This design comes from an exercise in tuning for small area on the open sky130 flow, not from production work. RTL that was checked went through simulation tests only; none was proved equivalent to the original. Power is estimated from default activity; no workload was simulated.

==> flow/design.v <==
module z_1_rtc_top #(
	parameter [16:0] INTERNAL_COUNT = 17'd18441
)(
	input  clk,
	input  rst,
	output spi_miso,
	input  spi_sck,
	input  spi_ss_n,
	input  spi_mosi,
	output half_hz,
	input  freq_in
);
reg s_trig, l_trig, roll, l_roll, one_hz, half;
reg [16:0] dcnt;
wire trig_pulse = s_trig & ~l_trig;
wire dinc = roll & ~l_roll;
wire hit = (dcnt == INTERNAL_COUNT);
always @(posedge clk) begin
	s_trig <= freq_in & ~rst;
	l_trig <= s_trig;
	l_roll <= roll;
	if (rst) begin
		roll <= 1'b0;
		dcnt <= 17'd0;
		one_hz <= 1'b0;
		half <= 1'b0;
	end else begin
		roll <= roll ^ trig_pulse;
		one_hz <= hit;
		half <= half ^ hit;
		if (hit) dcnt <= 17'd0;
		else if (dinc) dcnt <= {dcnt[15:0], ~(dcnt[16] ^ dcnt[13])};
	end
end
assign half_hz = half;
wire sclk_in = spi_sck & ~spi_ss_n;
wire mosi_in = spi_mosi & ~spi_ss_n;
reg s_sclk, ds_sclk;
always @(posedge clk) begin
	s_sclk <= sclk_in;
	ds_sclk <= s_sclk;
end
wire pp = s_sclk & ~ds_sclk;
wire np = ~s_sclk & ds_sclk;
reg [8:0] R;
reg rx_dv;
wire [7:0] rxb = R[7:0];
wire rx_restart = rst | rx_dv;
always @(posedge clk) begin
	rx_dv <= ~rst & R[8] & ~rx_dv;
	if (rx_restart)
		R <= {7'd0, pp & ~rst, (pp & ~rst) ? mosi_in : 1'b1};
	else if (pp)
		R <= {R[7:0], mosi_in};
end
localparam [1:0] M_IDLE = 2'd0, M_WR = 2'd1, M_RD = 2'd2;
reg [1:0] mode;
reg [3:0] cnt;
reg ph;
reg sendd;
reg [63:0] ob;
reg [63:0] q;
reg inc1;
reg [8:0] T;
reg halt;
reg miso_r;
wire busy = |T[7:0];
wire is_w = (mode == M_WR);
wire is_r = (mode == M_RD);
wire s3 = is_r & ph & (cnt == 4'd15);
wire s4 = is_r & ~ph;
wire ld = is_w & (cnt == 4'd11);
wire send = s4 & ~halt;
always @(posedge clk) begin
	ph <= ~ph;
	sendd <= send;
	if (rst) begin
		mode <= M_IDLE;
	end else begin
		case (mode)
			M_IDLE: begin
				if (rx_dv && rxb == 8'h01) begin
					mode <= M_WR;
					cnt <= 4'd0;
				end else if (rx_dv && rxb == 8'h02) begin
					mode <= M_RD;
					cnt <= 4'd15;
					ph <= 1'b1;
				end
			end
			M_WR: begin
				if (rx_dv | cnt[3]) cnt <= cnt + 4'd1;
				if (ld) mode <= M_IDLE;
			end
			default: begin
				if (s3 | send) cnt <= cnt + 4'd1;
				if (s4 && cnt == 4'd8) mode <= M_IDLE;
			end
		endcase
	end
end
wire ob_sh = (is_w & rx_dv) | sendd;
wire ob_hold = ~s3 & ~ob_sh;
always @(posedge clk) begin
	ob <= ({64{s3}} & q) | ({64{ob_sh}} & {ob[55:0], rxb}) | ({64{ob_hold}} & ob);
end
wire ldx = ld & ~one_hz;
wire [64:0] qc;
wire [8:0] bc;
assign bc[0] = inc1;
genvar gi, gb;
generate for (gb = 0; gb < 8; gb = gb + 1) begin : g_blk
	assign bc[gb+1] = bc[gb] & (&q[gb*8 +: 8]);
	assign qc[gb*8] = bc[gb];
	for (gi = gb*8; gi < gb*8 + 7; gi = gi + 1) begin : g_qc
		assign qc[gi+1] = qc[gi] & q[gi];
	end
end endgenerate
always @(posedge clk) begin
	inc1 <= one_hz;
	q <= {64{~rst}} & (({64{ldx}} & ob) | ({64{~ldx}} & (q ^ qc[63:0])));
end
wire tx_ld = ~rst & sendd;
wire tx_sh = ~rst & np & busy;
wire tx_hold = ~rst & ~sendd & ~(np & busy);
always @(posedge clk) begin
	halt <= ~rst & (sendd | busy);
	T <= ({9{tx_ld}} & {ob[63:56], 1'b1}) | ({9{tx_sh}} & {T[7:0], 1'b0}) | ({9{tx_hold}} & T);
	if (rst)
		miso_r <= 1'b0;
	else if (np & busy)
		miso_r <= T[8];
end
assign spi_miso = miso_r;
endmodule
clock: 10.0 ns
lec_check: 0
cap_margin: 0
core_margin: 2
core_utilization: 60
cts_buf_list: sky130_fd_sc_hd__clkbuf_8
place_density: 0.7
slew_margin: 0
run.sh (not shown) runs the stock make flow with config.mk's settings and CLKGATE_MAP_FILE= SYNTH_SCRIPT=/design/flow/synth_recipe.tcl, a recipe that flattens the netlist after the stock synthesis.
The starting point completed with no timing, DRC or antenna violations.
==> next run, changes <==
--- a/flow/design.v
+++ b/flow/design.v
@@ -1,4 +1,4 @@
 module z_1_rtc_top #(
-	parameter [16:0] INTERNAL_COUNT = 17'd18441
+	parameter [16:0] INTERNAL_COUNT = 17'd78125
 )(
 	input  clk,
@@ -29,6 +29,5 @@
 		one_hz <= hit;
 		half <= half ^ hit;
-		if (hit) dcnt <= 17'd0;
-		else if (dinc) dcnt <= {dcnt[15:0], ~(dcnt[16] ^ dcnt[13])};
+		dcnt <= hit ? 17'd0 : dcnt + {16'd0, dinc};
 	end
 end
The changed run went through all stages and came out clean.
Design area came out higher by 3.0%.
Power came out higher by about 7%.
Area after synthesis came out higher by 1.8%.
Clock skew came out higher by 0.0033 ns.
Synthesized cell count came out higher by 1.3%.
Die area came out higher by about 1.7%.
The RTL of the second run of this note was laid out without a check of its function.

* * *

trial 20:
z_1_rtc_top, a different RTL version from the one above (not shown whole).
For scale: roughly 190 flip-flops, about 8 I/O pins, ~0.0081 mm^2 of cells after synthesis.
==> module z_1_rtc_top, before the edit <==
module z_1_rtc_top #(
	parameter [16:0] INTERNAL_COUNT = 17'd78125
)(
	input  clk,
	input  rst,
	output spi_miso,
	input  spi_sck,
	input  spi_ss_n,
	input  spi_mosi,
	output half_hz,
	input  freq_in
);
reg s_trig, l_trig, roll, l_roll, one_hz, half;
reg [16:0] dcnt;
wire trig_pulse = s_trig & ~l_trig;
wire dinc = roll & ~l_roll;
wire hit = (dcnt == INTERNAL_COUNT);
always @(posedge clk) begin
	s_trig <= freq_in & ~rst;
	l_trig <= s_trig;
	l_roll <= roll;
	if (rst) begin
		roll <= 1'b0;
		dcnt <= 17'd0;
		one_hz <= 1'b0;
		half <= 1'b0;
	end else begin
		roll <= roll ^ trig_pulse;
		one_hz <= hit;
		half <= half ^ hit;
		dcnt <= hit ? 17'd0 : dcnt + {16'd0, dinc};
	end
end
assign half_hz = half;
wire sclk_in = spi_sck & ~spi_ss_n;
wire mosi_in = spi_mosi & ~spi_ss_n;
reg s_sclk, ds_sclk;
always @(posedge clk) begin
	s_sclk <= sclk_in;
	ds_sclk <= s_sclk;
end
wire pp = s_sclk & ~ds_sclk;
wire np = ~s_sclk & ds_sclk;
reg [7:0] rxb;
reg [3:0] bi;
wire rx_dv = (bi == 4'd9);
always @(posedge clk) begin
	if (pp) rxb <= {rxb[6:0], mosi_in};
	if (rst)
		bi <= 4'd0;
	else if (bi == 4'd8)
		bi <= 4'd9;
	else if (rx_dv)
		bi <= {3'd0, pp};
	else if (pp)
		bi <= bi + 4'd1;
end
localparam [1:0] M_IDLE = 2'd0, M_WR = 2'd1, M_RD = 2'd2;
reg [1:0] mode;
reg [3:0] cnt;
reg ph;
reg sendd;
reg [63:0] ob;
reg [63:0] q;
reg inc1;
reg [7:0] txb;
reg [3:0] bo;
reg miso_r;
wire halt = (bo != 4'd0);
wire busy = (bo[3] | bo[2] | bo[1]);
wire is_w = (mode == M_WR);
wire is_r = (mode == M_RD);
wire s3 = is_r & ph & (cnt == 4'd15);
wire s4 = is_r & ~ph;
wire ld = is_w & (cnt == 4'd11);
wire send = s4 & ~halt;
always @(posedge clk) begin
	ph <= ~ph;
	sendd <= send;
	if (rst) begin
		mode <= M_IDLE;
	end else begin
		case (mode)
			M_IDLE: begin
				if (rx_dv && rxb == 8'h01) begin
					mode <= M_WR;
					cnt <= 4'd0;
				end else if (rx_dv && rxb == 8'h02) begin
					mode <= M_RD;
					cnt <= 4'd15;
					ph <= 1'b1;
				end
			end
			M_WR: begin
				if (rx_dv | cnt[3]) cnt <= cnt + 4'd1;
				if (ld) mode <= M_IDLE;
			end
			default: begin
				if (s3 | send) cnt <= cnt + 4'd1;
				if (s4 && cnt == 4'd8) mode <= M_IDLE;
			end
		endcase
	end
end
wire ob_sh = (is_w & rx_dv) | sendd;
wire ob_hold = ~s3 & ~ob_sh;
always @(posedge clk) begin
	ob <= ({64{s3}} & q) | ({64{ob_sh}} & {ob[55:0], rxb}) | ({64{ob_hold}} & ob);
end
wire ldx = ld & ~one_hz;
wire [64:0] qc;
assign qc[0] = inc1;
genvar gi;
generate for (gi = 0; gi < 64; gi = gi + 1) begin : g_qc
	assign qc[gi+1] = qc[gi] & q[gi];
end endgenerate
always @(posedge clk) begin
	inc1 <= one_hz;
	q <= {64{~rst}} & (({64{ldx}} & ob) | ({64{~ldx}} & (q ^ qc[63:0])));
end
always @(posedge clk) begin
	if (rst) begin
		bo <= 4'd0;
		miso_r <= 1'b0;
	end else if (sendd) begin
		bo <= 4'd9;
	end else if (np & busy) begin
		miso_r <= txb[7];
		bo <= bo - 4'd1;
	end else if (bo == 4'd1) begin
		bo <= 4'd0;
	end
end
wire tx_sh = np & busy;
wire tx_hold = ~sendd & ~tx_sh;
always @(posedge clk)
	txb <= ({8{sendd}} & ob[63:56]) | ({8{tx_sh}} & {txb[6:0], 1'b0}) | ({8{tx_hold}} & txb);
assign spi_miso = miso_r;
endmodule
export LEC_CHECK = 0
export CAP_MARGIN = 20
export CORE_MARGIN = 2
export CORE_UTILIZATION = 40
export SLEW_MARGIN = 20
create_clock -name core_clock -period 10.0 [get_ports {clk}]
Complete run, failing final checks: trial 20, reason negative setup slack.
Edits applied to the flow inputs when going from trial 20 to build 21:
--- a/flow/design.v
+++ b/flow/design.v
@@ -106,16 +106,21 @@
 wire ob_hold = ~s3 & ~ob_sh;
 always @(posedge clk) begin
 	ob <= ({64{s3}} & q) | ({64{ob_sh}} & {ob[55:0], rxb}) | ({64{ob_hold}} & ob);
 end
 wire ldx = ld & ~one_hz;
 wire [64:0] qc;
-assign qc[0] = inc1;
-genvar gi;
-generate for (gi = 0; gi < 64; gi = gi + 1) begin : g_qc
-	assign qc[gi+1] = qc[gi] & q[gi];
+wire [8:0] bc;
+assign bc[0] = inc1;
+genvar gi, gb;
+generate for (gb = 0; gb < 8; gb = gb + 1) begin : g_blk
+	assign bc[gb+1] = bc[gb] & (&q[gb*8 +: 8]);
+	assign qc[gb*8] = bc[gb];
+	for (gi = gb*8; gi < gb*8 + 7; gi = gi + 1) begin : g_qc
+		assign qc[gi+1] = qc[gi] & q[gi];
+	end
 end endgenerate
 always @(posedge clk) begin
 	inc1 <= one_hz;
 	q <= {64{~rst}} & (({64{ldx}} & ob) | ({64{~ldx}} & (q ^ qc[63:0])));
 end
 always @(posedge clk) begin
[summary]
- Build 21 went all the way through synthesis, placement and routing and the layout is clean on timing, DRC and antenna.
- Build 21 ends up with a count of placed standard cells including taps that is 28 higher than in trial 20.
- Build 21 ends up with lower combined global-route utilization of all metal layers than trial 20 does.
- Lower power dissipated in sequential cells goes to trial 20 over build 21.
- q[0]$_DFF_P_ as the start point of the critical path was reported by trial 20, and rst by build 21.
- Comparing trial 20 with build 21, the post-synthesis compound-gate area fraction came out essentially unchanged.
- Going from trial 20 to build 21, the maximum frequency was found to have gone up by 210%.
- Design area was higher in the run labelled trial 20.

separate check: timing with driven ports:
No port has a modelled driver above. Below, the same layouts with a new extraction and two added sets of constraints. Step 1 (the two cells are an assumption about what drives the block):
set clk [get_ports {clk}]
set_driving_cell -lib_cell sky130_fd_sc_hd__clkbuf_16 $clk
set_driving_cell -lib_cell sky130_fd_sc_hd__buf_2 [delete_from_list [all_inputs] $clk]
Step 2, shift: input delay + t, output delay - t, t = (earliest + latest rising clock arrival at the registers) / 2. This alone moves slack from input paths to output paths. Slacks: no drivers / after step 1 / after step 2; pairs: no drivers / after step 1.
run | t (ns) | setup WS [ns] | worst setup path at the end | worst slew at a driven data input, ns
the first run of note 1 | 0.503 | 6.639 / 6.602 / 6.341 | input to register | 0.03
the second run of note 1 | 0.508 | 6.646 / 6.610 / 6.355 | input to register | 0.03
trial 20 | 0.470 | -0.417 / -0.417 / -0.417 | register to register | 0.03
build 21 | 0.483 | 6.646 / 6.620 / 6.188 | input to register | 0.03
For build 21, which loses most, drivers alone change the setup slack by -0.026 ns; drivers and shift together by -0.458 ns.
